From an optimization exercise on the open Yosys and OpenROAD flow, aimed at small area; shortcuts taken in it are not production practice.
Where RTL was checked, it was by simulation tests only, not by an equivalence proof against the original.
Only the layout flow was run in run 5; the RTL was not checked for function there.
Power is estimated from default activity; no workload was simulated.

--- flow/design.v ---
module chan_ctrl
(
	input  wire clk,  
	input  wire rst_n,
	output wire [ 6:0] rd_addr,
	input  wire [31:0] rd_data,
	output wire [ 6:0] wr_addr,
	output wire [31:0] wr_data,
	output wire        wr_stb,
	input  wire        sync_stb,
	input  wire [31:0] ch_enas,
	output reg  [ 7:0] out_data,
	output wire        out_stb_addr,  
	output wire        out_stb_mix    
);
	localparam [4:0] W0  = 5'd10;   
	localparam [4:0] W2  = 5'd1;
	localparam [4:0] W3  = 5'd2;
	localparam [4:0] B0  = 5'd8;   
	localparam [4:0] B1  = 5'd4;
	localparam [4:0] B3  = 5'd5;
	localparam [4:0] BS  = 5'd6;   
	localparam [4:0] O0  = 5'd27;   
	localparam [4:0] O2  = 5'd20;
	localparam [4:0] A0  = 5'd9;   
	localparam [4:0] A3  = 5'd0;
	localparam [4:0] SZ  = 5'd11;  
	localparam [4:0] LP  = 5'd12;  
	localparam [4:0] SV  = 5'd13;  
	localparam [4:0] NE  = 5'd14;  
	localparam [4:0] ND0 = 5'd15;  
	localparam [4:0] ND2 = 5'd16;
	reg [4:0] st, next_st;
	reg [4:0] curr_ch;
	reg [31:0] offset;
	reg        c12;      
	reg        flag;     
	reg [5:0]  vol_l;    
	reg [5:0]  vol_r;    
	reg [13:0] base;     
	wire ch_ena = ch_enas[curr_ch];
	wire last   = &curr_ch;
	always @*
	case( st )
	W0:  next_st = sync_stb ? B0 : W0;
	W2:  next_st = sync_stb ? B3 : W3;
	W3:  next_st = sync_stb ? B0 : W0;
	B0:  next_st = ch_ena ? O0 : ND0;
	B3:  next_st = ch_ena ? O0 : ND0;
	B1:  next_st = ch_ena ? O2 : ND2;
	BS:  next_st = W2;
	O0:  next_st = A0;
	O2:  next_st = A3;
	A0:  next_st = SZ;
	A3:  next_st = SZ;
	SZ:  next_st = LP;
	LP:  next_st = SV;
	SV:  next_st = NE;
	NE:  next_st = last ? BS : B1;
	ND0: next_st = last ? BS : B1;
	ND2: next_st = last ? BS : B1;
	default: next_st = W0;
	endcase
	always @(posedge clk)
	if( !rst_n )
		st <= W0;
	else
		st <= next_st;
	wire s_next = (st==NE) || (st==ND0) || (st==ND2);
	wire s_offs = (st==O0) || (st==O2);
	wire s_add  = (st==A0) || (st==A3);
	wire s_size = (st==SZ);
	wire s_loop = (st==LP);
	wire s_save = (st==SV);
	wire [4:0] ch_inc;
	assign ch_inc[0] = s_next;
	genvar ci;
	generate
	for( ci=1; ci<5; ci=ci+1 ) begin: chi
		assign ch_inc[ci] = ch_inc[ci-1] & curr_ch[ci-1];
	end
	endgenerate
	always @(posedge clk)
		curr_ch <= {5{rst_n}} & (curr_ch ^ ch_inc);
	wire [12:0] lo;
	wire [11:0] lo_g0 = offset[11:0] & rd_data[25:14];
	wire [11:0] lo_p0 = offset[11:0] ^ rd_data[25:14];
	wire [11:0] lo_g [0:4];
	wire [11:0] lo_p [0:4];
	assign lo_g[0] = lo_g0;
	assign lo_p[0] = lo_p0;
	genvar gl, gi;
	generate
	for( gl=0; gl<4; gl=gl+1 ) begin: lo_lvl
		for( gi=0; gi<12; gi=gi+1 ) begin: lo_bit
			if( (gi>>gl) & 1 ) begin: n
				assign lo_g[gl+1][gi] = lo_g[gl][gi] | lo_p[gl][gi] & lo_g[gl][((gi>>gl)<<gl)-1];
				assign lo_p[gl+1][gi] = lo_p[gl][gi] & lo_p[gl][((gi>>gl)<<gl)-1];
			end else begin: w
				assign lo_g[gl+1][gi] = lo_g[gl][gi];
				assign lo_p[gl+1][gi] = lo_p[gl][gi];
			end
		end
	end
	endgenerate
	assign lo = {lo_g[4][11], lo_p0 ^ {lo_g[4][10:0], 1'b0}};
	reg  [19:0] bop;
	always @*
	if( s_add )
		bop = {14'd0, rd_data[31:26]};
	else if( s_size )
		bop = ~rd_data[27:8];
	else if( s_loop )
		bop = flag ? rd_data[27:8] : 20'd0;
	else if( s_save )
		bop = 20'hFFFFF;
	else
		bop = {base[11:0], 8'd0};
	wire        cin = s_add || ((s_size || s_save) && c12);
	wire [20:0] hi;
	wire [19:0] hi_g0 = offset[31:12] & bop;
	wire [19:0] hi_p0 = offset[31:12] ^ bop;
	wire [19:0] hi_g [0:5];
	wire [19:0] hi_p [0:5];
	assign hi_g[0] = {hi_g0[19:1], hi_g0[0] | hi_p0[0] & cin};
	assign hi_p[0] = hi_p0;
	generate
	for( gl=0; gl<5; gl=gl+1 ) begin: hi_lvl
		for( gi=0; gi<20; gi=gi+1 ) begin: hi_bit
			if( (gi>>gl) & 1 ) begin: n
				assign hi_g[gl+1][gi] = hi_g[gl][gi] | hi_p[gl][gi] & hi_g[gl][((gi>>gl)<<gl)-1];
				assign hi_p[gl+1][gi] = hi_p[gl][gi] & hi_p[gl][((gi>>gl)<<gl)-1];
			end else begin: w
				assign hi_g[gl+1][gi] = hi_g[gl][gi];
				assign hi_p[gl+1][gi] = hi_p[gl][gi];
			end
		end
	end
	endgenerate
	assign hi = {hi_g[5][19], hi_p0 ^ {hi_g[5][18:0], cin}};
	wire s_hw  = s_add || s_loop || s_save;
	wire h_lo  = !(s_offs || s_add);
	wire h_hi  = !(s_offs || s_hw);
	always @(posedge clk)
	begin
		offset[11:0]  <= ({12{s_offs}} & rd_data[11:0]) | ({12{s_add}} & lo[11:0]) | ({12{h_lo}} & offset[11:0]);
		offset[31:12] <= ({20{s_offs}} & rd_data[31:12]) | ({20{s_hw}} & hi[19:0]) | ({20{h_hi}} & offset[31:12]);
	end
	always @(posedge clk)
	begin
		c12  <= (s_add & lo[12]) | (!s_add & c12);
		flag <= (s_add & hi[20]) | (!s_add & (flag | (s_size & hi[20])));
	end
	wire s_ne   = (st==NE);
	wire h_vol  = !(s_add || s_next);
	wire h_vr   = !s_add;
	wire h_b0   = !(s_size || s_ne);
	wire h_b1   = !(s_loop || s_ne);
	wire [5:0] vr_in = rd_data[5:0] ^ {6{rd_data[12]}};
	wire [13:0] bsum = {base[13:12] + {1'b0, hi[20]}, hi[19:8]};
	always @(posedge clk)
	begin
		vol_l       <= ({6{s_add}} & rd_data[11:6]) | ({6{s_next}} & offset[17:12]) | ({6{h_vol}} & vol_l);
		vol_r[1:0]  <= ({2{s_add}} & vr_in[1:0]) | ({2{s_next}} & offset[19:18]) | ({2{h_vol}} & vol_r[1:0]);
		vol_r[5:2]  <= ({4{s_add}} & vr_in[5:2]) | ({4{h_vr}} & vol_r[5:2]);
		base[7:0]   <= ({8{s_size}} & rd_data[7:0]) | ({8{s_ne}} & bsum[7:0]) | ({8{h_b0}} & base[7:0]);
		base[13:8]  <= ({6{s_loop}} & rd_data[5:0]) | ({6{s_ne}} & bsum[13:8]) | ({6{h_b1}} & base[13:8]);
	end
	reg [1:0] ra;
	always @*
	case( st )
	W2, O0, O2, ND0, ND2: ra = 2'd1;
	A0, A3:               ra = 2'd2;
	SZ, LP, SV, NE:       ra = 2'd3;
	default:              ra = 2'd0;
	endcase
	assign rd_addr = {curr_ch, ra};
	assign wr_addr = {curr_ch, 2'd0};
	assign wr_data = offset;
	assign wr_stb  = (st==NE);
	assign out_stb_mix  = rst_n && ( (st==LP) || (st==SV) || (st==NE) );
	assign out_stb_addr = rst_n && ( (st==B1) || (st==BS) || (st==O2) || (st==ND2) ||
	                                 (st==W2) || (st==A3) || (st==B3) || (st==W3) );
	always @*
	case( st )
	LP:          out_data = offset[11:4];
	SV:          out_data = {2'd0, vol_l};
	NE:          out_data = {2'd0, vol_r};
	B1, BS:      out_data = {2'd0, base[13:8]};
	O2, ND2, W2: out_data = base[7:0];
	default:     out_data = {vol_r[1:0], vol_l};
	endcase
endmodule
--- flow/constraint.sdc ---
create_clock -name core_clock -period 5.0 [get_ports {clk}]
set_input_delay 1.0000 -clock core_clock [delete_from_list [all_inputs] [get_ports {clk}]]
set_output_delay 1.0000 -clock core_clock [all_outputs]
set_load 0.01 [all_outputs]
--- flow/standard.sh ---
#!/bin/bash
# synth_recipe.tcl (not shown) runs the flow's synth.tcl, then flattens the netlist and writes it again
# the make line also repeats each setting of config.mk as NAME=value (left out here)
make -C /OpenROAD-flow-scripts/flow DESIGN_CONFIG=/design/flow/config.mk WORK_HOME=/design/flow/orfs CLKGATE_MAP_FILE= SYNTH_SCRIPT=/design/flow/synth_recipe.tcl "${@:-finish}"
--- flow/flow/run.sh ---
#!/bin/bash
# Own layout flow: the standard synthesis and the standard ORFS layout steps,
# with port buffers of the smallest buffer cell and a small clock tree of
# small clock buffers without dummy loads. Each tool's output goes to its
# own log in this folder.
set -euo pipefail
bash standard.sh synth > synth.log 2>&1
export BUFFER_PORTS_ARGS="-buffer_cell sky130_fd_sc_hd__buf_1"
export CTS_ARGS="-sink_clustering_enable -repair_clock_nets -dont_use_dummy_load -sink_clustering_size 24 -root_buf sky130_fd_sc_hd__clkbuf_8 -buf_list {sky130_fd_sc_hd__clkbuf_4 sky130_fd_sc_hd__clkbuf_8}"
bash standard.sh finish > layout.log 2>&1
--- flow/config.mk ---
export PLATFORM = sky130hd
export DESIGN_NAME = chan_ctrl
export DESIGN_NICKNAME = chan_ctrl
export VERILOG_FILES = /design/flow/design.v
export SDC_FILE = /design/flow/constraint.sdc
export NUM_CORES = 4
export LEC_CHECK = 0
export CAP_MARGIN = 20
export CORE_MARGIN = 2
export CORE_UTILIZATION = 65
export GPL_TIMING_DRIVEN = 0
export SLEW_MARGIN = 20
==> metrics list, run 1 <==
- STA classifies the critical path endpoint as a flip-flop.
- Along the worst path, the maximum fanout reaches 10.
- Depth of the worst register-to-register path: 19
- For the worst-skew pair, the clock arrives at the later sink with an insertion delay of 0.36 ns.
- For this configuration, the core starts out at a cell density of 0.674.
* Data arrival time of the critical path: 5.00 ns
- Vias in the first global route: 5,557
* Most used flip-flop cell after synthesis: sky130_fd_sc_hd__dfxtp_1
- The worst pin sits at a relative slew slack of 0.335.
- At the end of the flow, the number of nets in the layout was 858.
* Worst slack after detailed placement: -0.387 ns
* Reg2reg start: st[1]
* First-iteration detailed-routing DRC count: 714
- The initial antenna violation count was 0.
- Number of endpoints failing setup at the final stage: 0
* Synth unique cells: 67
* Count of flip-flops with a built-in enable after synthesis: 5
* Max Clock Skew: 0.0252 ns
- Global-route usage over all layers: 0.430
- Sequential share of the synthesized area: 0.286
- Status: no timing/DRC/antenna violations
* Overall via count from detail_route: 5,785
- Register-to-Register Setup Slack: 0.25 ns
- Non-filler instance count after layout: 848
- GRT Residual Overflow: 0
- The congestion estimate from routability-driven global placement came to 0.956.
* Drt via density: 6.82
- After synthesis the netlist holds a flip-flop and latch count of 72.
- Post-Route M1 WL: 6640 um
- For this run, the top clock speed supported by timing is 0.210 GHz.
- The H-tree was split into 3 levels.
- Critical hold path startpoint: vol_l[5]
* DP Cell Count: 840
* Cell type of the slowest stage on the worst timing path: sky130_fd_sc_hd__fa_1
- The analysis attributes to cell leakage a power of 0.00256 uW.
- For the worst setup path, the data required time is 5.24 ns.
- In this run the tool buffered the top-level ports with 119 buffer cells.
- Tightest Pin Transition: 0.973 ns
- Routed length per placed instance: 21.8 um
- The initialized floorplan defines 32 standard-cell rows.
* Pin count of the biggest net entering global routing: 15
* Half-perimeter wire length after detailed placement: 14,000 um
- Path category of the worst min-delay check: flip-flop to flip-flop
- Post-synth top area cell: sky130_fd_sc_hd__dfxtp_1
- Sum of routed wire length over all layers: 18,500 um
- Unrepaired setup endpoints after global routing: no
- Number of buffers created by CTS: 9
- Start-to-end type of the worst setup path: flip-flop to flip-flop
* Sum of buffers and inverters on the critical path: 2
- The worst path meets setup with 0.246 ns of slack.
- Hold-fix buffers at CTS: 0
- Largest vdd supply drop: 0.492 mV
* Worst flop-to-flop path endpoint: base[9]
* Pwr dens: 630 mW/mm^2
- Buffer levels on the longest clock path: 2
* Endpoint of the worst hold path: vol_l[5]
- The root buffer cell chosen for the clock tree is sky130_fd_sc_hd__clkbuf_8.
* Antenna cells: 0
* Met2 Routed Length: 8520 um
- Clock sinks: 72
- Of the post-synthesis cell area, the dominant cell type holds 0.257.
- The worst setup path is launched from a flip-flop.
* Hold Vio Cnt, Final: 0
- Traced cell by cell, the critical path runs through buf_2 > clkbuf_2 > nand2_1 > nand2_1 > o21ai_0 > a32oi_1 > nor2_1 > fa_1 > fa_2 > a21o_1 > a41o_1 > o2111ai_4 > a211oi_2 > or2_2 > a21o_1 > fa_2 > xnor2_2 > nor2_1 > a221o_1.
- Synthesis handed over a netlist of 618 instances.
- The floorplan step set the die width to 93.5 um.
* Launching element of the worst setup path: st[1]
* Power consumption: 3770 uW
- In the final timing run, aggregate negative setup slack is 0 ns.
* Cell Area, Synth: 0.00521 mm^2
- The core region is 0.00773 mm^2.
- After routing the design area is 0.00599 mm^2.
- Maximum capacitance violations: 0
* Drt first pass iters: 8
* Fraction of registers with async set or reset after synthesis: 0
* Largest cells by area after synthesis: sky130_fd_sc_hd__dfxtp_1, sky130_fd_sc_hd__ha_1, sky130_fd_sc_hd__nand2_1
- Share of layout cells above drive strength 1: 0.0858
- Once placement finished, the instance area stood at 0.00579 mm^2.
- Fillers: 602
* YS warnings: 1
- The die is 93.5 um tall.
- Clock-pin slew was measured on the worst setup and hold paths at 0.08 ns.
- TritonCTS built the clock tree.
- Cell depth of the worst min-delay path: 2
* Full die area: 0.00875 mm^2
- The first global-routing pass estimated 28,600 um of wire.
* DRC violation count after routing: 0
- In this design, the stage delay of the slowest critical-path cell is 0.46 ns.
* Met3 WL: 2080 um
* Count of boundary I/O pins: 124
- Kind of cell adding the most delay to the critical path: compound AO/OA/AOI/OAI gates
* Final count of pins violating max slew: 0
* Final min period: 4.75 ns
- Relative to the synthesized area, the layout overhead comes to 14.9%.
* DRT antenna net count: 0
- Final clock period utilization by the worst path: 0.951
- Signal routing reaches up to met4.
- A synthesized cell averages 8.43 um^2.
==> through the flow <==
stage / utilization / hold slack [ns]
after detailed placement: 0.749 / 0.434
final: 0.775 / 0.445
after CTS: 0.769 / 0.444
after floorplan: - / 0.423
after global placement: 0.749 / 0.434
after global routing: 0.775 / 0.461
==> worst register-to-register path: cells and delay by family (launching register included) <==
family / cells / cell delay [ns]
compound gates: 8 / 1.73
fa+ha+maj: 3 / 1.23
simple gates: 5 / 0.67
buf+inv: 2 / 0.48
flops: 1 / 0.32
xor+xnor: 1 / 0.20
==> worst max path at each step <==
| stage | to | slack, ns | cells past startpoint |
|---|---|---|---|
| 2_1_floorplan | offset[29] | 0.34 | 20 |
| 3_3_place_gp | base[9] | -0.30 | 20 |
| 3_5_place_dp | base[9] | -0.39 | 20 |
| 4_1_cts | base[9] | 0.01 | 19 |
| 5_1_grt | base[9] | 0.04 | 19 |
| 6_report | base[9] | 0.25 | 19 |
==> cell families after synthesis <==
logic type,count (synthesis),synth area share
AO/OA/AOI/OAI,201,0.279
AND/OR/NAND/NOR,192,0.166
flip-flops,72,0.286
buffers and inverters,69,0.0584
adder cells (fa/ha/maj),43,0.118
XOR/XNOR,23,0.0387
multiplexers,17,0.0533
other,1,0.000720
==> Yosys cell counts, types with 11 or more instances <==
| master | count |
|---|---|
| sky130_fd_sc_hd__dfxtp_1 | 67 |
| sky130_fd_sc_hd__a22oi_1 | 37 |
| sky130_fd_sc_hd__nor2_1 | 51 |
| sky130_fd_sc_hd__a222oi_1 | 15 |
| sky130_fd_sc_hd__ha_1 | 33 |
| sky130_fd_sc_hd__inv_1 | 22 |
| sky130_fd_sc_hd__a21oi_1 | 33 |
| sky130_fd_sc_hd__nand2_1 | 75 |
| sky130_fd_sc_hd__nand3_1 | 18 |
| sky130_fd_sc_hd__clkbuf_1 | 26 |
| sky130_fd_sc_hd__xor2_1 | 12 |
| sky130_fd_sc_hd__a221o_1 | 14 |
| sky130_fd_sc_hd__xnor2_1 | 11 |
| sky130_fd_sc_hd__o21ai_0 | 41 |
==> final cells by class <==
type,count,area [um^2],share of cell area
Sequential cell,72,1500,0.250
Clock buffer,9,124,0.0207
Timing Repair Buffer,120,454,0.0759
Multi-Input combinational cell,478,3470,0.580
Tap cell,102,128,0.0213
Buffer,43,226,0.0378
Inverter,24,90.1,0.0150
==> routing by layer <==
metal / vias up / GRT usage
li1: 2542 / -
met1: 2680 / 0.526
met2: 449 / 0.689
met3: 114 / 0.0870
met4: 0 / 0.278
met5: - / 0
==> layout by cell type (no fill, tap or decap), drive strengths merged, types with 11 or more instances in the layout <==
master / count
a22oi: 37
dfxtp: 67
nand3: 18
ha: 33
a222oi: 15
a221o: 14
buf: 138
xor2: 12
o21ai: 44
nand2: 75
nor2: 51
a21oi: 34
xnor2: 11
inv: 23
a2111oi: 11
clkbuf: 34
==> what timing repair did <==
item	in CTS	in global routing
pin swaps	0	4
gates resized for setup	9	18
setup endpoints to repair	4	4
setup buffers	0	1
==> flip-flops by register name, summed over array words and instances (netlist names), named ones only <==
| signal | count |
|---|---|
| vol_r | 2 |
| base | 14 |
| vol_l | 6 |
| ra | 2 |
| offset | 32 |
| st | 5 |
| flag | 1 |
| curr_ch | 5 |
==> power breakdown <==
group	total, uW	internal (uW)	switching, uW
clock	367	161	206
combinational	2300	937	1360
sequential	1110	835	272
total	3770	1930	1840
==> run 2: changes to the inputs <==
==> flow/flow/run.sh (replaced) <==
#!/bin/bash
# Own layout flow: the standard synthesis and the standard ORFS layout steps,
# with port buffers of the smallest buffer cell and a clock tree of small
# clock buffers without dummy loads. Each tool's output goes to its own log.
set -euo pipefail
bash standard.sh synth > synth.log 2>&1
export BUFFER_PORTS_ARGS="-buffer_cell sky130_fd_sc_hd__buf_1"
export CTS_ARGS="-sink_clustering_enable -repair_clock_nets -dont_use_dummy_load -root_buf sky130_fd_sc_hd__clkbuf_8 -buf_list "sky130_fd_sc_hd__clkbuf_4 sky130_fd_sc_hd__clkbuf_8""
bash standard.sh finish > layout.log 2>&1
--- a/flow/config.mk
+++ b/flow/config.mk
@@ -10,3 +10,2 @@
 export CORE_UTILIZATION = 65
-export GPL_TIMING_DRIVEN = 0
 export SLEW_MARGIN = 20
==> run 2 against run 1 <==
Compared with the run above: still clean; clock skew barely moved; utilization shrank 1.3 points; clock power down 2%; critical path type unchanged; highest routed layer unchanged.
==> metrics list, run 2 <==
* Status: no timing/DRC/antenna violations
- CP Cell Sequence: nand2_1 > nor3_1 > and2_1 > a222oi_1 > inv_1 > fa_1 > fa_1 > a21o_1 > a41o_1 > o2111ai_2 > a211oi_2 > or2_2 > a21o_1 > fa_1 > xnor2_1 > nor2_1 > a221o_1
- Max Clock Skew: 0.0255 ns (+0.000312 ns)
* Worst path required time: 5.25 ns (about the same)
* TritonCTS clock tree: done
- Gate count of the mapped netlist: 618 (unchanged)
* Fraction of registers with async set or reset after synthesis: 0 (unchanged)
* Sequential share of the synthesized area: 0.286 (unchanged)
- Source-to-sink clock delay at the later pin of the worst-skew pair: 0.36 ns (about the same)
* Switching part of the total power: 0.483 (-0.00507)
- Pwr dens: 626 mW/mm^2 (-0.62%)
- Peak Freq: 0.210 GHz (-0.16%)
- The final worst slack came to 0.238 ns (-0.00754 ns).
- Compared with the post-synthesis result, the final layout area differs by 13.0%.
* Unrepaired setup endpoints after global routing: no
- Proportion of power drawn by flip-flops and latches: 0.306 (+0.013)
- The transition time of the tightest slew-check pin came to 0.979 ns (+0.00613 ns).
- The count of buffers from port buffering came to 121 (+1.7%).
- Maximum capacitance violations: 0 (unchanged)
* GRT Residual Overflow: 0 (unchanged)
* CTS clk-pin slew, worst paths: 0.09 ns (about the same)
* Routing usage on met3: 0.0701 (-0.0169)
- Setup Total Neg Slack: 0 ns (unchanged)
- Power consumption: 3690 uW (-2.3%)
- Half-perimeter wire length after detailed placement: 13,400 um (-4.5%)
- The synthesized area divided by synthesized cell count is 8.43 um^2 (unchanged).
- Most frequent cells after synthesis: sky130_fd_sc_hd__nand2_1, sky130_fd_sc_hd__dfxtp_1, sky130_fd_sc_hd__nor2_1
* Worst slack after detailed placement: 0.0317 ns (+0.419 ns)
* Final min period: 4.76 ns (+0.00754 ns)
* Max FFs per register: 32 (unchanged)
- Post-synth top area cell: sky130_fd_sc_hd__dfxtp_1
- The clock power share came to 0.098 (about the same).
- Total net switching power: 1780 uW (-3.3%)
- The cell sitting at the root of the clock tree is a sky130_fd_sc_hd__clkbuf_8.
- Most used cells in the layout excluding fill and tap cells: sky130_fd_sc_hd__buf_1, sky130_fd_sc_hd__nand2_1, sky130_fd_sc_hd__dfxtp_1
- Largest cells by area after synthesis: sky130_fd_sc_hd__dfxtp_1, sky130_fd_sc_hd__ha_1, sky130_fd_sc_hd__nand2_1
- The final clock period utilization by the worst path is 0.952 (+0.00151).
- The CTS buffer count is 9 (unchanged).
- DRT antenna net count: 0 (unchanged)
* Maximum fanout encountered on the critical timing path: 10 (unchanged)
- The number of synthesized register bits was 72 (unchanged).
- The number of flops mapped to enable cells by yosys was 5 (unchanged).
* Reg with most FFs: offset
- Global-route usage over all layers: 0.408 (-0.0222)
- Internal power of the cells: 1910 uW (-1.3%)
* Nets: 839 (-2.2%)
- The initial antenna violation count was 0 (unchanged).
- Share of layout cells above drive strength 1: 0.0757 (-0.0101)
- The largest registers in the layout are offset x32, base x14, vol_l x6.
* Worst Setup Start Kind: flip-flop
- Start-to-end type of the worst setup path: flip-flop to flip-flop
* Combinational cell fraction of total power: 0.597 (-0.013)
* Busiest layer in global routing: met2
- Vertical extent of the die: 93.5 um (unchanged)
- The post-synthesis instance area is 0.00521 mm^2 (unchanged).
- The area share of the largest cell type after synthesis was 0.257 (unchanged).
- Initial Utilization: 0.674 (unchanged)
- The number of logic stages on the critical path including buffering is 17 (-2).
- Pin count of the biggest net entering global routing: 35 (+20)
- The maximum cell stage delay along the critical path came to 0.47 ns (about the same).
- Drt first pass iters: 9 (+1)
* Final non-filler cell area: 0.00589 mm^2 (-1.7%)
* Wire length of the first global-routing pass: 27,600 um (-3.6%)
- DRC violation count after routing: 0 (unchanged)
- Kind of cell adding the most delay to the critical path: compound AO/OA/AOI/OAI gates
* Instance area at placement: 0.00576 mm^2 (-0.45%)
- Full die area: 0.00875 mm^2 (unchanged)
- The number of pins exceeding their max-slew limit in the final report was 0 (unchanged).
* Sum of buffers and inverters on the critical path: 1 (-1)
- The met1 routing resource usage after global routing is 0.508 (-0.0184).
- In this run the worst hold path is classified as flip-flop to flip-flop.
* Overall via count from detail_route: 5,635 (-2.6%)
- In the synthesized netlist the dominant register cell turns out to be sky130_fd_sc_hd__dfxtp_1.
- The number of antenna repair diodes came to 0 (unchanged).
* Synth unique cells: 67 (unchanged)
* Cell type of the slowest stage on the worst timing path: sky130_fd_sc_hd__fa_1
- The normalized max-slew margin came to 0.330 (-0.00419).
- The global routing met2 resource utilization came to 0.673 (-0.0162).
- Vias in the first global route: 5,412 (-2.6%)
- The number of H-tree levels came to 3 (unchanged).
- Hold Vio Cnt, Final: 0 (unchanged)
- The number of standard-cell rows in the floorplan is 32 (unchanged).
- By instance count, the leading cell after synthesis is sky130_fd_sc_hd__nand2_1.
- The final weighted congestion of routability-driven global placement came to 0.956 (about the same).
- The I/O pin total is 124 (unchanged).
- First-iteration detailed-routing DRC count: 738 (+3.4%)
- The detailed-route wire length per cell is 21.2 um (-2.8%).
* Number of endpoints failing setup at the final stage: 0 (unchanged)
* Data arrival time of the critical path: 5.02 ns (+0.02 ns)
* Buffer levels on the longest clock path: 2 (unchanged)
- Kind of capture point of the worst setup path: flip-flop
- YS warnings: 1 (unchanged)
- The core footprint is 0.00773 mm^2 (unchanged).
* Clock sinks: 72 (unchanged)
- The average vias per placed instance came to 6.80 (-0.36%).
- LEAKAGE: 0.00253 uW (-1.0%)
- Leading cell type in the layout, fill and taps excluded: sky130_fd_sc_hd__buf_1
- Depth of the worst register-to-register path: 17 (-2)
- Sum of routed wire length over all layers: 17,600 um (-5.0%)
- The cell that appears most often on the critical path is sky130_fd_sc_hd__fa_1.
* Cell depth of the worst min-delay path: 2 (unchanged)
- The die width is 93.5 um (unchanged).
- Largest vdd supply drop: 0.429 mV (-13%)
[run 2: cell counts after synthesis]
No cell type changed its count.
[run 2: power by group through the flow]
| stage | sequential, uW | combinational [uW] | clock, uW |
|---|---|---|---|
| 2_1_floorplan | 1080 | 1530 | 0 |
| 3_3_place_gp | 1110 | 2080 | 0 |
| 3_5_place_dp | 1120 | 2150 | 0 |
| 4_1_cts | 1110 | 2160 | 360 |
| 5_1_grt | 1150 | 2430 | 378 |
| 6_report | 1130 | 2200 | 360 |
[run 2: per-stage QoR]
step | hold slack, ns | std cells | util
finish | 0.452 | 829 | 0.762
global route | 0.466 | 829 | 0.762
CTS | 0.449 | 829 | 0.762
detailed placement | 0.441 | 820 | 0.746
global placement | 0.432 | 820 | 0.746
floorplan | 0.423 | 619 | -
[run 2: per-layer routing]
layer,share of wire,vias up
li1,-,2520
met1,0.38,2632
met2,0.46,388
met3,0.098,95
met4,0.057,0
met5,0,-
[run 2: worst paths after layout]
| kind | start | endpoint | slack, ns |
|---|---|---|---|
| worst max-delay path | st[2] | base[9] | 0.24 |
| worst min-delay path | vol_l[4] | vol_l[4] | 0.45 |
| worst max register to register | st[2] | base[9] | 0.24 |
| worst min register to register | vol_l[4] | vol_l[4] | 0.45 |
[run 2: kinds of logic after synthesis]
family | Yosys count | share of synthesized area
buffers and inverters | 69 | 0.0584
XOR/XNOR | 23 | 0.0387
flip-flops | 72 | 0.286
multiplexers | 17 | 0.0533
adder cells (fa/ha/maj) | 43 | 0.118
AO/OA/AOI/OAI | 201 | 0.279
other | 1 | 0.000720
AND/OR/NAND/NOR | 192 | 0.166
[run 2: repair_timing]
action,in CTS,in global routing
resized for setup,0,1
setup endpoints to repair,0,2
hold buffers,0,0
buffers inserted,0,0
[run 2: layout make-up]
type / instances / area [um^2]
Sequential cell: 72 / 1490
Fill cell: 616 / 1840
Tap cell: 102 / 128
Clock buffer: 9 / 124
Timing Repair Buffer: 144 / 627
Multi-Input combinational cell: 478 / 3430
Inverter: 24 / 90.1
[run 2: worst min-delay path, stage by stage, from the launching register on]
cell and delay [ns]:
sky130_fd_sc_hd__dfxtp_1 0.31, sky130_fd_sc_hd__nand2_1 0.05, sky130_fd_sc_hd__nand2_1 0.04
==> run 3: changes to the inputs <==
--- a/flow/design.v
+++ b/flow/design.v
@@ -85,23 +85,3 @@
 	wire [12:0] lo;
-	wire [11:0] lo_g0 = offset[11:0] & rd_data[25:14];
-	wire [11:0] lo_p0 = offset[11:0] ^ rd_data[25:14];
-	wire [11:0] lo_g [0:4];
-	wire [11:0] lo_p [0:4];
-	assign lo_g[0] = lo_g0;
-	assign lo_p[0] = lo_p0;
-	genvar gl, gi;
-	generate
-	for( gl=0; gl<4; gl=gl+1 ) begin: lo_lvl
-		for( gi=0; gi<12; gi=gi+1 ) begin: lo_bit
-			if( (gi>>gl) & 1 ) begin: n
-				assign lo_g[gl+1][gi] = lo_g[gl][gi] | lo_p[gl][gi] & lo_g[gl][((gi>>gl)<<gl)-1];
-				assign lo_p[gl+1][gi] = lo_p[gl][gi] & lo_p[gl][((gi>>gl)<<gl)-1];
-			end else begin: w
-				assign lo_g[gl+1][gi] = lo_g[gl][gi];
-				assign lo_p[gl+1][gi] = lo_p[gl][gi];
-			end
-		end
-	end
-	endgenerate
-	assign lo = {lo_g[4][11], lo_p0 ^ {lo_g[4][10:0], 1'b0}};
+	chan_ctrl_add12 u_lo (.a(offset[11:0]), .b(rd_data[25:14]), .s(lo));
 	reg  [19:0] bop;
@@ -120,22 +100,3 @@
 	wire [20:0] hi;
-	wire [19:0] hi_g0 = offset[31:12] & bop;
-	wire [19:0] hi_p0 = offset[31:12] ^ bop;
-	wire [19:0] hi_g [0:5];
-	wire [19:0] hi_p [0:5];
-	assign hi_g[0] = {hi_g0[19:1], hi_g0[0] | hi_p0[0] & cin};
-	assign hi_p[0] = hi_p0;
-	generate
-	for( gl=0; gl<5; gl=gl+1 ) begin: hi_lvl
-		for( gi=0; gi<20; gi=gi+1 ) begin: hi_bit
-			if( (gi>>gl) & 1 ) begin: n
-				assign hi_g[gl+1][gi] = hi_g[gl][gi] | hi_p[gl][gi] & hi_g[gl][((gi>>gl)<<gl)-1];
-				assign hi_p[gl+1][gi] = hi_p[gl][gi] & hi_p[gl][((gi>>gl)<<gl)-1];
-			end else begin: w
-				assign hi_g[gl+1][gi] = hi_g[gl][gi];
-				assign hi_p[gl+1][gi] = hi_p[gl][gi];
-			end
-		end
-	end
-	endgenerate
-	assign hi = {hi_g[5][19], hi_p0 ^ {hi_g[5][18:0], cin}};
+	chan_ctrl_add20 u_hi (.a(offset[31:12]), .b(bop), .ci(cin), .s(hi));
 	wire s_hw  = s_add || s_loop || s_save;
@@ -150,3 +111,3 @@
 	begin
-		c12  <= (s_add & lo[12]) | (!s_add & c12);
+		c12  <= (s_add & lo[12]) | (!(s_add || s_next) & c12);
 		flag <= (s_add & hi[20]) | (!s_add & (flag | (s_size & hi[20])));
@@ -155,3 +116,2 @@
 	wire h_vol  = !(s_add || s_next);
-	wire h_vr   = !s_add;
 	wire h_b0   = !(s_size || s_ne);
@@ -164,3 +124,3 @@
 		vol_r[1:0]  <= ({2{s_add}} & vr_in[1:0]) | ({2{s_next}} & offset[19:18]) | ({2{h_vol}} & vol_r[1:0]);
-		vol_r[5:2]  <= ({4{s_add}} & vr_in[5:2]) | ({4{h_vr}} & vol_r[5:2]);
+		vol_r[5:2]  <= ({4{s_add}} & vr_in[5:2]) | ({4{h_vol}} & vol_r[5:2]);
 		base[7:0]   <= ({8{s_size}} & rd_data[7:0]) | ({8{s_ne}} & bsum[7:0]) | ({8{h_b0}} & base[7:0]);
@@ -193 +153,49 @@
 endmodule
+module chan_ctrl_add12
+(
+	input  wire [11:0] a,
+	input  wire [11:0] b,
+	output wire [12:0] s
+);
+	wire [11:0] g = a & b;
+	wire [11:0] p = a ^ b;
+	wire [12:0] c;
+	assign c[0] = 1'b0;
+	genvar gi;
+	generate
+	for( gi=0; gi<12; gi=gi+2 ) begin: grp
+		assign c[gi+1] = g[gi] | p[gi] & c[gi];
+		assign c[gi+2] = g[gi+1] | p[gi+1] & g[gi] | p[gi+1] & p[gi] & c[gi];
+	end
+	endgenerate
+	assign s = {c[12], p ^ c[11:0]};
+endmodule
+module chan_ctrl_add20
+(
+	input  wire [19:0] a,
+	input  wire [19:0] b,
+	input  wire        ci,
+	output wire [20:0] s
+);
+	wire [19:0] g = a & b;
+	wire [19:0] p = a ^ b;
+	wire [10:0] c;    
+	wire [10:0] c0;   
+	wire [10:0] c1;   
+	assign c[0]  = ci;
+	assign c0[0] = 1'b0;
+	assign c1[0] = 1'b1;
+	genvar gi;
+	generate
+	for( gi=0; gi<10; gi=gi+2 ) begin: grp
+		assign c[gi+1]  = g[gi] | p[gi] & c[gi];
+		assign c[gi+2]  = g[gi+1] | p[gi+1] & g[gi] | p[gi+1] & p[gi] & c[gi];
+		assign c0[gi+1] = g[gi+10] | p[gi+10] & c0[gi];
+		assign c0[gi+2] = g[gi+11] | p[gi+11] & g[gi+10] | p[gi+11] & p[gi+10] & c0[gi];
+		assign c1[gi+1] = g[gi+10] | p[gi+10] & c1[gi];
+		assign c1[gi+2] = g[gi+11] | p[gi+11] & g[gi+10] | p[gi+11] & p[gi+10] & c1[gi];
+	end
+	endgenerate
+	wire [10:0] cu = c[10] ? c1 : c0;
+	assign s = {cu[10], p ^ {cu[9:0], c[9:0]}};
+endmodule
==> flow/flow/run.sh (replaced) <==
#!/bin/bash
# Own layout flow. Synthesis: the standard synthesis, then the same
# synthesis again with an area-oriented ABC mapping (flow/own_abc.tcl); the
# second netlist is used only if its registers are exactly the standard
# synthesis's (names and cell types), else the standard one is kept.
# Layout: the standard ORFS steps, with port buffers of the smallest buffer
# cell and a small clock tree without dummy loads. Each tool's output goes
# to its own log in this folder.
set -euo pipefail
R=orfs/results/sky130hd/chan_ctrl/base
bash standard.sh synth > synth_standard.log 2>&1
cp $R/1_2_yosys.v standard_1_2_yosys.v
{ head -1 synth_recipe.tcl; cat flow/own_abc.tcl; tail -n +2 synth_recipe.tcl; } > own_synth.tcl
bash standard.sh clean_synth > clean_synth.log 2>&1
if bash standard.sh SYNTH_SCRIPT=$PWD/own_synth.tcl synth > synth_own.log 2>&1 &&
   python3 flow/regs.py standard_1_2_yosys.v $R/1_2_yosys.v > regs_check.log 2>&1; then
  echo "using the own synthesis" >> regs_check.log
else
  echo "using the standard synthesis" >> regs_check.log
  bash standard.sh clean_synth > clean_synth2.log 2>&1
  bash standard.sh synth > synth_standard2.log 2>&1
fi
export BUFFER_PORTS_ARGS="-buffer_cell sky130_fd_sc_hd__buf_1"
export CTS_ARGS="-sink_clustering_enable -repair_clock_nets -dont_use_dummy_load -root_buf sky130_fd_sc_hd__clkbuf_8 -buf_list {sky130_fd_sc_hd__clkbuf_4 sky130_fd_sc_hd__clkbuf_8}"
bash standard.sh finish > layout.log 2>&1
==> flow/flow/own_abc.tcl (new file) <==
# Own ABC mapping, sourced after the first line of synth_recipe.tcl: the
# adder modules (if any) with ORFS's ABC script, everything else with an
# area-oriented ABC script. The rest of the synthesis is the standard one,
# so the registers are the standard synthesis's registers.
proc abc {args} {
  set adders [list]
  foreach m {chan_ctrl_add12 chan_ctrl_add20} {
    if { [llength [tee -q -s result.string select -list $m]] > 0 } { lappend adders $m }
  }
  if { [llength $adders] > 0 } {
    yosys abc {*}$args {*}$adders
  }
  set i [lsearch -exact $args -script]
  if { $i >= 0 } {
    lset args [expr {$i + 1}] "+strash;&get,-n;&fraig,-x;&put;scorr;dc2;dretime;strash;&get,-n;&dch,-f;&nf,{D};&put"
  }
  yosys abc {*}$args chan_ctrl
}
==> flow/flow/regs.py (new file) <==
# Compare the registers (instance name and cell type) of two netlists.
import re, sys
def regs(path):
    out = set()
    for m in re.finditer(r'^\s*(sky130_fd_sc_hd__\w+)\s+(\S+)\s*\(', open(path).read(), re.M):
        cell = re.sub(r'_\d+$', '', m.group(1))
        if re.search(r'__(e?s?df|s?dl|sedf)', cell):
            out.add((m.group(2), cell))
    return out
a, b = regs(sys.argv[1]), regs(sys.argv[2])
print(len(a), "registers in", sys.argv[1], len(b), "in", sys.argv[2])
sys.exit(0 if a == b and a else 1)
==> run 3 against run 2 <==
Compared with the run above: first-iteration DRC count is 15% lower; cell count shrank 2.3%; largest cell class unchanged; count of clock-buffer cells in the layout stayed put; sequential power rose by 4%; utilization grew 1.2 points; synthesized area fell by 6.0%; combinational power rose by 9%; critical path depth increased by 1; highest routed layer unchanged; clock skew down 0.0020 ns.
==> metrics list, run 3 <==
- The flow ran to the end and the layout has no timing, DRC or antenna violations.
- FF+latch count, synth: 72 (unchanged)
* Hold-fix buffers at CTS: 0 (unchanged)
* Clock sinks: 72 (unchanged)
- DRT antenna net count: 0 (unchanged)
* Worst Setup Start Kind: flip-flop
- Count of boundary I/O pins: 124 (unchanged)
- Final count of pins violating max slew: 0 (unchanged)
- Buffer levels on the longest clock path: 2 (unchanged)
- Kind of capture point of the worst setup path: flip-flop
- The net switching power is 1970 uW (+10%).
* Global-route usage over all layers: 0.402 (-0.00564)
* Count of flip-flops with a built-in enable after synthesis: 0 (-5)
- The post-CTS setup repair buffer count was 0 (unchanged).
* Path category of the worst min-delay check: flip-flop to flip-flop
* Num rows: 31 (-3.1%)
- Total number of H-tree levels: 3 (unchanged)
- Die X-Extent: 90.8 um (-2.9%)
- The share of total power in combinational logic came to 0.609 (+0.012).
- The sequential share of power is 0.299 (-0.007).
* Pwr dens: 700 mW/mm^2 (+12%)
* TritonCTS clock tree: done
- CTS clk-pin slew, worst paths: 0.07 ns (-0.02 ns)
- Kind of cell adding the most delay to the critical path: compound AO/OA/AOI/OAI gates
* Depth of the worst register-to-register path: 18 (+1)
- Proportion of power drawn by the clock network: 0.092 (-0.006)
- Library cell used as clock root buffer: sky130_fd_sc_hd__clkbuf_8
- Area share of the largest cell type after synthesis: 0.294 (+0.0369)
* Largest vdd supply drop: 0.360 mV (-16%)
- Sorting the synthesized cells by area gives the leading types as sky130_fd_sc_hd__dfxtp_1, sky130_fd_sc_hd__ha_1, sky130_fd_sc_hd__nand2_1.
* Half-perimeter wire length after detailed placement: 12,500 um (-6.8%)
- The violation count after the first detailed-routing iteration was 625 (-15%).
- The number of buffers and inverters on the critical path came to 1 (unchanged).
- Full die area: 0.00824 mm^2 (-5.8%)
* Drt via density: 6.66 (-2.1%)
- Biggest registers after layout: offset x32, base x14
- The highest fanout seen on the critical path is 18 (+8).
- Summed over all instances, the cell type with the most area after synthesis is sky130_fd_sc_hd__dfxtp_1.
* Hold Vio Cnt, Final: 0 (unchanged)
* Share of layout cells above drive strength 1: 0.0422 (-0.0335)
- # resized after CTS: 0 (unchanged)
* Fraction of registers with async set or reset after synthesis: 0 (unchanged)
* Cell type of the slowest stage on the worst timing path: sky130_fd_sc_hd__nor3_1
- Start-to-end type of the worst setup path: flip-flop to flip-flop
* Number of antenna violations at the first check in global routing: 0 (unchanged)
- Walking the worst path, the cells encountered are nor3_1 > a22o_1 > buf_4 > a32o_1 > ha_1 > o21a_1 > o211ai_1 > a21oi_1 > o211ai_1 > a21oi_1 > o2111ai_1 > a31oi_1 > o211ai_1 > nand2_1 > fa_1 > xor2_1 > a22oi_1 > nand2_1.
- Data arrival time of the critical path: 4.79 ns (-0.23 ns)
* Tightest Pin Transition: 1.09 ns (+0.112 ns)
* Cell with the most instances on the worst path: sky130_fd_sc_hd__o211ai_1
- Maximum capacitance violations: 0 (unchanged)
- The maximum number of pins on one net before global-route repair came to 35 (unchanged).
* Drt first pass iters: 9 (unchanged)
* Sum of routed wire length over all layers: 16,500 um (-6.2%)
- Final clock period utilization by the worst path: 0.913 (-0.0397)
- GRT Residual Overflow: 0 (unchanged)
- Number of buffers created by CTS: 9 (unchanged)
* Switching part of the total power: 0.498 (+0.0154)
- Among all cell types in the netlist, the one instantiated most often is sky130_fd_sc_hd__nand2_1.
- More flip-flops sit in one register than any other, and that register is offset.
- Number of gates on the worst path with buffers counted: 18 (+1)
- The core footprint came to 0.00729 mm^2 (-5.6%).
- Vertical extent of the die: 90.8 um (-2.9%)
- The post-synthesis cell count was 575 (-7.0%).
- Max FFs per register: 32 (unchanged)
- The latest clock arrival within the worst-skew pair was 0.36 ns (about the same).
- Most used flip-flop cell after synthesis: sky130_fd_sc_hd__dfxtp_1
* Cell depth of the worst min-delay path: 2 (unchanged)
* Synth unique cells: 47 (-30%)
* Overall via count from detail_route: 5,391 (-4.3%)
- The total leakage power came to 0.00237 uW (-6.2%).
- The worst hold slack across all endpoints is 0.449 ns (-0.00298 ns).
- Routability Congestion: 0.972 (+1.8%)
- Nets: 831 (-0.95%)
- The data required time at the worst endpoint came to 5.23 ns (-0.02 ns).
- Sequential share of the synthesized area: 0.294 (+0.00806)
* Max Clock Skew: 0.0235 ns (-0.00205 ns)
* Setup Total Neg Slack: 0 ns (unchanged)
- Internal power of the cells: 1980 uW (+3.9%)
* Cell Area, Synth: 0.00490 mm^2 (-6.0%)
- Area growth from synthesis to final layout: 15.2%
- The achievable frequency was 0.219 GHz (+4.3%).
- The normalized max-slew margin came to 0.270 (-0.0603).
* Vias in the first global route: 5,132 (-5.2%)
- In the layout the commonest cells are sky130_fd_sc_hd__buf_1, sky130_fd_sc_hd__nand2_1, sky130_fd_sc_hd__dfxtp_1.
- The post-route DRC violation count was 0 (unchanged).
- The initial standard-cell utilization of the core came to 0.672 (-0.00264).
- Number of buffers added on ports: 121 (unchanged)
- The library cell used most frequently in the layout, excluding fill and tap cells, is sky130_fd_sc_hd__buf_1.
- Average instance area after synthesis: 8.52 um^2 (+1.0%)
* Number of endpoints failing setup at the final stage: 0 (unchanged)
- The maximum cell stage delay along the critical path came to 0.60 ns (+0.13 ns).
- Wire length of the first global-routing pass: 26,200 um (-5.0%)
* Most frequent cells after synthesis: sky130_fd_sc_hd__nand2_1, sky130_fd_sc_hd__dfxtp_1, sky130_fd_sc_hd__a22oi_1
- The detailed-route wire length per cell was 20.4 um (-4.0%).
* Unrepaired setup endpoints after global routing: no
- The number of antenna repair diodes was 0 (unchanged).
* YS warnings: 5 (+4)
* Final min period: 4.56 ns (-0.198 ns)
run 3: power groups by stage:
stage	registers [uW]	clock network (uW)	logic [uW]
6_report	1180	362	2400
5_1_grt	1210	382	2660
4_1_cts	1160	361	2350
3_5_place_dp	1170	0	2330
3_3_place_gp	1150	0	2220
2_1_floorplan	1150	0	1590
run 3: kinds of logic after synthesis:
kind of cell,count (synthesis),synth area share
compound gates,199,0.277
xor+xnor,22,0.0393
fa+ha+maj,51,0.153
buf+inv,34,0.0314
flops,72,0.294
mux,9,0.0388
other cells,1,0.000766
simple gates,187,0.165
run 3: per-layer routing:
metal | up-vias | track usage | part of all wire
met3 | 65 | 0.0943 | 0.13
met5 | - | 0 | 0
met4 | 0 | 0.141 | 0.040
met2 | 425 | 0.649 | 0.45
li1 | 2407 | - | -
met1 | 2494 | 0.532 | 0.38
run 3: worst register-to-register path, stage by stage, from the launching register on:
cell                        delay (ns)
sky130_fd_sc_hd__dfxtp_1          0.44
sky130_fd_sc_hd__nor3_1           0.60
sky130_fd_sc_hd__a22o_1           0.28
sky130_fd_sc_hd__buf_4            0.25
sky130_fd_sc_hd__a32o_1           0.17
sky130_fd_sc_hd__ha_1             0.25
sky130_fd_sc_hd__o21a_1           0.12
sky130_fd_sc_hd__o211ai_1         0.20
sky130_fd_sc_hd__a21oi_1          0.13
sky130_fd_sc_hd__o211ai_1         0.22
sky130_fd_sc_hd__a21oi_1          0.16
sky130_fd_sc_hd__o2111ai_1        0.28
sky130_fd_sc_hd__a31oi_1          0.15
sky130_fd_sc_hd__o211ai_1         0.24
sky130_fd_sc_hd__nand2_1          0.10
sky130_fd_sc_hd__fa_1             0.41
sky130_fd_sc_hd__xor2_1           0.18
sky130_fd_sc_hd__a22oi_1          0.19
sky130_fd_sc_hd__nand2_1          0.07
run 3: path summary, 6_finish.rpt:
kind                  from         end  slack, ns
setup / recovery     st[1]  offset[31]       0.44
setup reg to reg     st[1]  offset[31]       0.44
hold reg to reg   vol_l[0]    vol_l[0]       0.45
hold / removal    vol_l[0]    vol_l[0]       0.45
run 3: final cells by class:
type                    instances  area, um^2
repair buffers                133         544
well taps                      99         124
inverters                      27         101
fillers                       578        1650
flip-flops and latches         72        1440
clock buffers                   9         124
multi-input cells             470        3310
run 3: through the flow:
step                utilization  std cells  setup slack [ns]  power [uW]  instance area [um^2]
floorplan                     -        576            0.0212        2740                  4900
detailed placement        0.757        801             0.410        3500                  5520
global placement          0.757        801             0.482        3370                  5520
finish                    0.774        810             0.437        3950                  5640
CTS                       0.774        810             0.427        3880                  5640
global route              0.774        810             0.141        4240                  5640
==> run 4: changes to the inputs <==
--- a/flow/flow/run.sh
+++ b/flow/flow/run.sh
@@ -23,3 +23,3 @@
 export BUFFER_PORTS_ARGS="-buffer_cell sky130_fd_sc_hd__buf_1"
-export CTS_ARGS="-sink_clustering_enable -repair_clock_nets -dont_use_dummy_load -root_buf sky130_fd_sc_hd__clkbuf_8 -buf_list {sky130_fd_sc_hd__clkbuf_4 sky130_fd_sc_hd__clkbuf_8}"
+export CTS_ARGS="-sink_clustering_enable -repair_clock_nets -dont_use_dummy_load -root_buf sky130_fd_sc_hd__clkbuf_8 -buf_list {sky130_fd_sc_hd__clkbuf_4}"
 bash standard.sh finish > layout.log 2>&1
==> run 4 against run 3 <==
Compared with the run above: clock skew unchanged; still clean; non-clock buffer count unchanged; synthesized area unchanged; sequential cell count unchanged; critical path type unchanged; die area unchanged; first-iteration DRC count unchanged; critical path depth unchanged; routed wire length unchanged; critical endpoint unchanged; count of clock-buffer cells in the layout unchanged; utilization unchanged.
==> metrics list, run 4 <==
* Share of the core filled with cells in the final layout: 0.774 (unchanged)
- Overall via count from detail_route: 5,391 (unchanged)
- The minimum period implied by the final worst setup slack came to 4.56 ns (unchanged).
* Cell with the most instances on the worst path: sky130_fd_sc_hd__o211ai_1
- The distinct cell type count of the synthesized netlist was 47 (unchanged).
- The routed wire length was 16,500 um (unchanged).
- The number of flip-flops under the largest register name came to 32 (unchanged).
- The achievable frequency was 0.219 GHz (unchanged).
* Vertical extent of the die: 90.8 um (unchanged)
- The data required time at the worst endpoint was 5.23 ns (about the same).
- Most frequent cells after synthesis: sky130_fd_sc_hd__nand2_1, sky130_fd_sc_hd__dfxtp_1, sky130_fd_sc_hd__a22oi_1
- The number of synthesized register bits came to 72 (unchanged).
- Register-to-Register Setup Slack: 0.44 ns (about the same)
- Pin count of the biggest net entering global routing: 35 (unchanged)
- The startpoint identified for the worst register-to-register timing path is st[1].
* Highest metal layer with signal wires: met4
- Met3 WL: 2190 um (unchanged)
- Number of buffers added on ports: 121 (unchanged)
* Max Clock Skew: 0.0235 ns (unchanged)
- Tracing the worst setup path back leads to its startpoint at st[1].
* Pwr dens: 700 mW/mm^2 (unchanged)
- Half-perimeter wire length after detailed placement: 12,500 um (unchanged)
- The latest clock arrival within the worst-skew pair was 0.36 ns (about the same).
- The setup TNS after final layout came to 0 ns (unchanged).
- The die width was 90.8 um (unchanged).
- For this run, the leading register cell type out of synthesis is sky130_fd_sc_hd__dfxtp_1.
- Worst flop-to-flop path endpoint: offset[31]
- Number of antenna violations at the first check in global routing: 0 (unchanged)
- Reg with most FFs: offset
- Antenna cells: 0 (unchanged)
* Largest vdd supply drop: 0.360 mV (unchanged)
- Sequential share of the synthesized area: 0.294 (unchanged)
* Most frequent cell after synthesis: sky130_fd_sc_hd__nand2_1
- The overall routing resource usage was 0.402 (unchanged).
* Number of gates on the worst path with buffers counted: 18 (unchanged)
- Average instance area after synthesis: 8.52 um^2 (unchanged)
- The transition time of the tightest slew-check pin was 1.09 ns (unchanged).
- Hold-fix buffers at CTS: 0 (unchanged)
- The maximum clock path buffer count is 2 (unchanged).
* Fraction of registers with async set or reset after synthesis: 0 (unchanged)
- The filler cell count is 578 (unchanged).
- Grouping stages by cell kind, the critical path spends the most delay in compound AO/OA/AOI/OAI gates.
* Full die area: 0.00824 mm^2 (unchanged)
- The final clock period utilization by the worst path is 0.913 (unchanged).
- Setup repair after global routing left no endpoint under its margin.
- The number of buffers and inverters on the critical path came to 1 (unchanged).
* Routed length per placed instance: 20.4 um (unchanged)
- The biggest area contributor in the post-synthesis netlist is sky130_fd_sc_hd__dfxtp_1.
- The total leakage power came to 0.00237 uW (unchanged).
* Status: no timing/DRC/antenna violations
- The normalized max-slew margin came to 0.270 (unchanged).
- Biggest cell delay along the critical path: 0.60 ns (about the same)
- Worst Setup Start Kind: flip-flop
- The critical path goes through nor3_1 > a22o_1 > buf_4 > a32o_1 > ha_1 > o21a_1 > o211ai_1 > a21oi_1 > o211ai_1 > a21oi_1 > o2111ai_1 > a31oi_1 > o211ai_1 > nand2_1 > fa_1 > xor2_1 > a22oi_1 > nand2_1.
- First-iteration detailed-routing DRC count: 625 (unchanged)
* Nets: 831 (unchanged)
- Gate count of the mapped netlist: 575 (unchanged)
* Share of layout cells above drive strength 1: 0.0422 (unchanged)
- The clock input transition at the sequential cells of the worst setup and hold paths came to 0.07 ns (about the same).
* Data arrival time of the critical path: 4.79 ns (about the same)
* TritonCTS clock tree: done
- The number of iterations in the first detailed-routing pass is 9 (unchanged).
* Depth of the worst register-to-register path: 18 (unchanged)
- The total number of yosys warnings came to 5 (unchanged).
* Start-to-end type of the worst setup path: flip-flop to flip-flop
- Path category of the worst min-delay check: flip-flop to flip-flop
* Wire length of the first global-routing pass: 26,200 um (unchanged)
* Area growth from synthesis to final layout: 15.2% (unchanged)
- Kind of capture point of the worst setup path: flip-flop
- The post-synthesis instance area was 0.00490 mm^2 (unchanged).
- Leading cell type in the layout, fill and taps excluded: sky130_fd_sc_hd__buf_1
* Final count of pins violating max slew: 0 (unchanged)
* Biggest registers after layout: offset x32, base x14
- Number of endpoints failing setup at the final stage: 0 (unchanged)
* DRT antenna net count: 0 (unchanged)
- The initial standard-cell utilization of the core was 0.672 (unchanged).
* Count of boundary I/O pins: 124 (unchanged)
* GRT Residual Overflow: 0 (unchanged)
* Final non-filler cell area: 0.00564 mm^2 (unchanged)
- Count of flip-flops with a built-in enable after synthesis: 0 (unchanged)
- The final weighted congestion of routability-driven global placement is 0.972 (unchanged).
- Library cell used as clock root buffer: sky130_fd_sc_hd__clkbuf_8
- Maximum capacitance violations: 0 (unchanged)
- Num rows: 31 (unchanged)
* DRC violation count after routing: 0 (unchanged)
- Largest cells by area after synthesis: sky130_fd_sc_hd__dfxtp_1, sky130_fd_sc_hd__ha_1, sky130_fd_sc_hd__nand2_1
* Total number of H-tree levels: 3 (unchanged)
- The highest fanout seen on the critical path was 18 (unchanged).
- The number of global-route vias before repair came to 5,132 (unchanged).
- The number of endpoints with negative hold slack in the final report is 0 (unchanged).
- The average vias per placed instance is 6.66 (unchanged).
- Clock sinks: 72 (unchanged)
- The core footprint was 0.00729 mm^2 (unchanged).
- The total met2 wirelength after detailed routing came to 7460 um (unchanged).
* Area share of the largest cell type after synthesis: 0.294 (unchanged)
* Post-Route M1 WL: 6210 um (unchanged)
- The most critical setup path has its endpoint at offset[31].
* Cell type of the slowest stage on the worst timing path: sky130_fd_sc_hd__nor3_1
* Most used cells in the layout excluding fill and tap cells: sky130_fd_sc_hd__buf_1, sky130_fd_sc_hd__nand2_1, sky130_fd_sc_hd__dfxtp_1
- Instance area at placement: 0.00552 mm^2 (unchanged)
* Number of buffers created by CTS: 9 (unchanged)
==> run 4: cell counts in the layout (fill, tap and decap cells not counted) <==
Identical to the previous run, type by type.
==> run 4: cell type report <==
type,instances,area (um^2),share of cell area
multi-input combinational,470,3310,0.586
timing repair buffer,133,544,0.0965
sequential,72,1440,0.255
tap,99,124,0.0220
clock buffer,9,124,0.0220
inverter,27,101,0.0180
==> run 4: where the power goes <==
part / switching [uW] / internal [uW] / leakage, uW / total [uW]
registers: 334 / 847 / 0.000600 / 1180
logic: 1430 / 973 / 0.00171 / 2400
clock network: 201 / 161 / 0.0000647 / 362
==> run 4: tightest hold or removal path: stages (launching register included) <==
cell                      delay (ns)
sky130_fd_sc_hd__dfxtp_1        0.31
sky130_fd_sc_hd__nand2_1        0.05
sky130_fd_sc_hd__nand2_1        0.04
==> run 4: logic make-up after synthesis <==
group | share of synthesized area
compound gates | 0.277
xor+xnor | 0.0393
fa+ha+maj | 0.153
buf+inv | 0.0314
flops | 0.294
mux | 0.0388
other cells | 0.000766
simple gates | 0.165
==> run 4: per-stage QoR <==
stage	hold WS, ns	setup WS (ns)	power (uW)	std cells
after floorplan	0.415	0.0212	2740	576
after global placement	0.425	0.482	3370	801
after detailed placement	0.438	0.410	3500	801
after CTS	0.447	0.427	3880	810
after global routing	0.473	0.141	4240	810
final	0.449	0.437	3950	810
==> run 4: metal layers <==
layer  up-vias  track usage
li1       2407            -
met1      2494        0.532
met2       425        0.649
met3        65       0.0943
met4         0        0.141
met5         -            0
==> run 4: what timing repair did <==
item	CTS	global route
setup buffers	0	0
endpoints found under the setup margin	0	1
resized for setup	0	1
==> run 4: worst min-delay path by stage <==
stage                   from        to  slack, ns  cells past startpoint
detailed placement  vol_l[0]  vol_l[0]       0.44                      2
global placement    vol_l[0]  vol_l[0]       0.43                      2
finish              vol_l[0]  vol_l[0]       0.45                      2
global route        vol_l[0]  vol_l[0]       0.47                      2
CTS                 vol_l[0]  vol_l[0]       0.45                      2
floorplan           vol_l[0]  vol_l[0]       0.42                      2
==> run 5: changes to the inputs <==
--- a/flow/design.v
+++ b/flow/design.v
@@ -17,3 +17,3 @@
 	localparam [4:0] W2  = 5'd1;
-	localparam [4:0] W3  = 5'd2;
+	localparam [4:0] W3  = 5'd9;
 	localparam [4:0] B0  = 5'd8;   
@@ -21,7 +21,7 @@
 	localparam [4:0] B3  = 5'd5;
-	localparam [4:0] BS  = 5'd6;   
+	localparam [4:0] BS  = 5'd0;   
 	localparam [4:0] O0  = 5'd27;   
 	localparam [4:0] O2  = 5'd20;
-	localparam [4:0] A0  = 5'd9;   
-	localparam [4:0] A3  = 5'd0;
+	localparam [4:0] A0  = 5'd14;   
+	localparam [4:0] A3  = 5'd2;
 	localparam [4:0] SZ  = 5'd11;  
@@ -29,3 +29,3 @@
 	localparam [4:0] SV  = 5'd13;  
-	localparam [4:0] NE  = 5'd14;  
+	localparam [4:0] NE  = 5'd6;  
 	localparam [4:0] ND0 = 5'd15;  
==> run 5 against run 4 <==
Compared with the run above: worst setup slack lost 0.12 ns; largest power group unchanged; maximum frequency shrank 2.6%; synthesized area shrank 1.2%; sequential share of layout area shrank 0.12 points; sequential cell count unchanged; worst hold slack worse by 0.00092 ns; largest cell class unchanged; non-clock buffer count up 11; critical endpoint unchanged.
==> metrics list, run 5 <==
- Half-perimeter wire length after detailed placement: 12,400 um (-0.19%)
- The post-CTS setup repair buffer count came to 0 (unchanged).
* Final clock period utilization by the worst path: 0.937 (+0.0246)
- The number of iterations in the first detailed-routing pass was 7 (-2).
- Hold Vio Cnt, Final: 0 (unchanged)
- First-iteration detailed-routing DRC count: 680 (+8.8%)
* Worst path required time: 5.26 ns (+0.03 ns)
* Reg with most FFs: offset
- The power per cell area is 695 mW/mm^2 (-0.66%).
* Most frequent cell after synthesis: sky130_fd_sc_hd__nand2_1
- The portion of netlist area occupied by mux cells was 0.0393 (+0.000472).
- The final-report setup violation count is 0 (unchanged).
- The I/O pin total is 124 (unchanged).
* GRT Residual Overflow: 0 (unchanged)
- TritonCTS built the clock tree.
- The largest registers in the layout are offset x32, base x14.
- Leading cell type in the layout, fill and taps excluded: sky130_fd_sc_hd__buf_1
* Status: no timing/DRC/antenna violations
- The total vias in the final route was 5,392 (+0.019%).
* Routed length per placed instance: 20.7 um (+1.4%)
- YS warnings: 5 (unchanged)
- Relative max-transition margin: 0.265 (-0.00519)
- The overall routing resource usage is 0.406 (+0.00381).
- The total leakage power is 0.00231 uW (-2.7%).
- The die span in y is 90.3 um (-0.58%).
- Simple-gate area share of the yosys netlist: 0.159 (-0.00602)
- Maximum fanout encountered on the critical timing path: 9 (-9)
- The synthesized area divided by synthesized cell count was 8.69 um^2 (+2.0%).
- The critical path is of the flip-flop to flip-flop type.
- Largest cells by area after synthesis: sky130_fd_sc_hd__dfxtp_1, sky130_fd_sc_hd__ha_1, sky130_fd_sc_hd__a22oi_1
- Non-filler instance count after layout: 803 (-0.86%)
- The distinct cell type count of the synthesized netlist came to 51 (+8.5%).
* Initial Utilization: 0.671 (-0.000930)
- Maximum capacitance violations: 0 (unchanged)
* Peak Freq: 0.213 GHz (-2.6%)
* Combined area of the multi-input logic cells: 0.00326 mm^2 (-1.4%)
- Unrepaired setup endpoints after global routing: no
- The post-cts repair resize count was 0 (unchanged).
* Library cell used as clock root buffer: sky130_fd_sc_hd__clkbuf_8
* Area growth from synthesis to final layout: 17.3%
- The cell area after layout is 0.00568 mm^2 (+0.58%).
* Synthesized-area fraction occupied by xor and xnor cells: 0.0398 (+0.000478)
* Pin count of the biggest net entering global routing: 35 (unchanged)
- CTS clk-pin slew, worst paths: 0.08 ns (about the same)
- The number of hold-repair buffers added at the cts stage was 0 (unchanged).
- Number of buffers created by CTS: 9 (unchanged)
- The number of H-tree levels was 3 (unchanged).
* Kind of capture point of the worst setup path: flip-flop
* Wire length of the first global-routing pass: 26,000 um (-0.58%)
* Number of buffers added on ports: 121 (unchanged)
- Full die area: 0.00815 mm^2 (-1.2%)
* Instance area at placement: 0.00554 mm^2 (+0.50%)
- Area of the core region: 0.00721 mm^2 (-1.1%)
- The footprint of the flip-flops and latches was 0.00144 mm^2 (about the same).
* Area share of the largest cell type after synthesis: 0.298 (+0.00358)
- DP Cell Count: 794 (-0.87%)
- Number of antenna violations at the first check in global routing: 0 (unchanged)
* Setup Total Neg Slack: 0 ns (unchanged)
* Worst Setup Start Kind: flip-flop
- The commonest cells after synthesis are sky130_fd_sc_hd__nand2_1, sky130_fd_sc_hd__dfxtp_1, sky130_fd_sc_hd__a22oi_1.
- Source-to-sink clock delay at the later pin of the worst-skew pair: 0.36 ns (about the same)
- Clock sinks: 72 (unchanged)
* Antenna cells: 0 (unchanged)
- The arithmetic-cell share of the synthesized area counting full adders, half adders and majority gates came to 0.155 (+0.00186).
* Routability Congestion: 0.965 (-0.79%)
* Sum of routed wire length over all layers: 16,600 um (+0.48%)
- The worst hold path belongs to the class flip-flop to flip-flop.
* Largest vdd supply drop: 0.421 mV (+17%)
- In the layout the commonest cells are sky130_fd_sc_hd__buf_1, sky130_fd_sc_hd__nand2_1, sky130_fd_sc_hd__dfxtp_1.
- Fraction of registers with async set or reset after synthesis: 0 (unchanged)
- DRT antenna net count: 0 (unchanged)
* Max FFs per register: 32 (unchanged)
* Vias in the first global route: 5,249 (+2.3%)
- Tightest Pin Transition: 1.10 ns (+0.00955 ns)
* Share of layout cells above drive strength 1: 0.0611 (+0.0189)
- Main combinational cell family by area after synthesis: compound AO/OA/AOI/OAI gates
- Data arrival time of the critical path: 4.94 ns (+0.15 ns)
* Sequential share of the synthesized area: 0.298 (+0.00358)
- The minimum period implied by the final worst setup slack is 4.69 ns (+0.123 ns).
- Post-synth top area cell: sky130_fd_sc_hd__dfxtp_1
* Num rows: 31 (unchanged)
* Drt via density: 6.71 (+0.89%)
- The maximum clock path buffer count is 2 (unchanged).
* Gate count of the mapped netlist: 557 (-3.1%)
* Fillers: 573 (-0.87%)
- Compound-Gate Fraction of Synth Area: 0.277 (about the same)
- The post-route DRC violation count came to 0 (unchanged).
- The number of pins exceeding their max-slew limit in the final report was 0 (unchanged).
- The worst-case clock skew is 0.0156 ns (-0.00788 ns).
* Count of flip-flops with a built-in enable after synthesis: 0 (unchanged)
- Among all flip-flop cells after synthesis, the most frequent one is sky130_fd_sc_hd__dfxtp_1.
* FF+latch count, synth: 72 (unchanged)
- Nets: 824 (-0.84%)
- Cell Area, Synth: 0.00484 mm^2 (-1.2%)
* Die X-Extent: 90.3 um (-0.58%)
run 5: path summary, 6_finish.rpt:
check             startpoint         end  slack, ns  depth (start not counted)
hold reg to reg     vol_l[0]    vol_l[0]       0.45                          2
setup / recovery       st[3]  offset[31]       0.31                         18
setup reg to reg       st[3]  offset[31]       0.31                         18
hold / removal      vol_l[0]    vol_l[0]       0.45                          2
run 5: stage by stage:
stage	worst slack, ns	total power (uW)	hold WS (ns)	util
3_5_place_dp	0.0272	3500	0.433	0.768
2_1_floorplan	0.206	2690	0.415	-
6_report	0.314	3940	0.449	0.787
4_1_cts	0.281	3870	0.441	0.786
5_1_grt	0.0102	4230	0.465	0.787
3_3_place_gp	0.132	3370	0.425	0.768
run 5: where the power goes:
part	switching, uW	internal [uW]
clock	205	161
combinational	1430	990
sequential	309	848
total	1950	2000
run 5: routing by layer:
layer  up-vias  track usage  routed length [um]
li1       2390            -                   -
met1      2469        0.499                5830
met2       426        0.635                7540
met3       107       0.0868                2110
met4         0        0.287                1100
met5         -            0                   0
run 5: final cells by class:
| cell class | instances | area share |
|---|---|---|
| inverters | 26 | 0.0172 |
| flip-flops and latches | 72 | 0.254 |
| well taps | 99 | 0.0218 |
| multi-input cells | 453 | 0.575 |
| repair buffers | 144 | 0.110 |
| clock buffers | 9 | 0.0218 |
run 5: worst max-delay path: stages, from the launching register on:
cell and delay, ns:
sky130_fd_sc_hd__dfxtp_1 0.48, sky130_fd_sc_hd__nand2_1 0.18, sky130_fd_sc_hd__or3_1 0.38, sky130_fd_sc_hd__o221ai_2 0.22, sky130_fd_sc_hd__ha_1 0.28, sky130_fd_sc_hd__o221a_1 0.12, sky130_fd_sc_hd__o21ai_0 0.24, sky130_fd_sc_hd__a21o_1 0.19
sky130_fd_sc_hd__a21oi_1 0.08, sky130_fd_sc_hd__o211ai_1 0.22, sky130_fd_sc_hd__a21oi_1 0.12, sky130_fd_sc_hd__o2111ai_1 0.21, sky130_fd_sc_hd__o211ai_1 0.18, sky130_fd_sc_hd__a31o_1 0.30, sky130_fd_sc_hd__a311o_1 0.40, sky130_fd_sc_hd__fa_1 0.42
sky130_fd_sc_hd__xnor2_1 0.21, sky130_fd_sc_hd__nor2_1 0.07, sky130_fd_sc_hd__a221o_1 0.29
run 5: logic make-up (layout without fill, tap and decap cells):
| logic type | Yosys count | in the layout |
|---|---|---|
| AO/OA/AOI/OAI | 195 | 195 |
| AND/OR/NAND/NOR | 174 | 174 |
| flip-flops | 72 | 72 |
| adder cells (fa/ha/maj) | 51 | 51 |
| buffers and inverters | 33 | 179 |
| XOR/XNOR | 22 | 22 |
| multiplexers | 9 | 9 |
| other | 1 | 2 |

re-timing with driven ports:
The flow's constraints put no driver on any port. The routed layouts listed below were extracted and timed again, unchanged, in two steps.
Step 1 (the two cells are an assumption about what drives the block):
set clk [get_ports {clk}]
set_driving_cell -lib_cell sky130_fd_sc_hd__clkbuf_16 $clk
set_driving_cell -lib_cell sky130_fd_sc_hd__buf_2 [delete_from_list [all_inputs] $clk]
Step 2 times the ports against the registers' clock, not the clock port: input delays grow and output delays shrink by t, the midpoint of the rising clock arrivals with the driver on.
a / b / c = ideal / step 1 / step 2; a / b = the first two.
| run | t, ns | setup slack, ns | hold WS [ns] | worst data-port slew with drivers (ns) |
|---|---|---|---|---|
| run 1 | 0.384 | 0.246 / 0.246 / -0.058 | 0.445 / 0.445 / 0.445 | 0.05 |
| run 2 | 0.379 | 0.238 / 0.238 / 0.015 | 0.452 / 0.452 / 0.452 | 0.04 |
| run 3 | 0.377 | 0.437 / 0.437 / 0.353 | 0.449 / 0.449 / 0.449 | 0.04 |
| run 4 | 0.377 | 0.437 / 0.437 / 0.353 | 0.449 / 0.449 / 0.449 | 0.04 |
| run 5 | 0.389 | 0.314 / 0.314 / 0.022 | 0.449 / 0.449 / 0.449 | 0.04 |
With both steps, setup timing fails in run 1, where it was met with ideal ports. For run 1, which loses most, drivers alone change the setup slack by 0.000 ns; drivers and shift together by -0.304 ns.
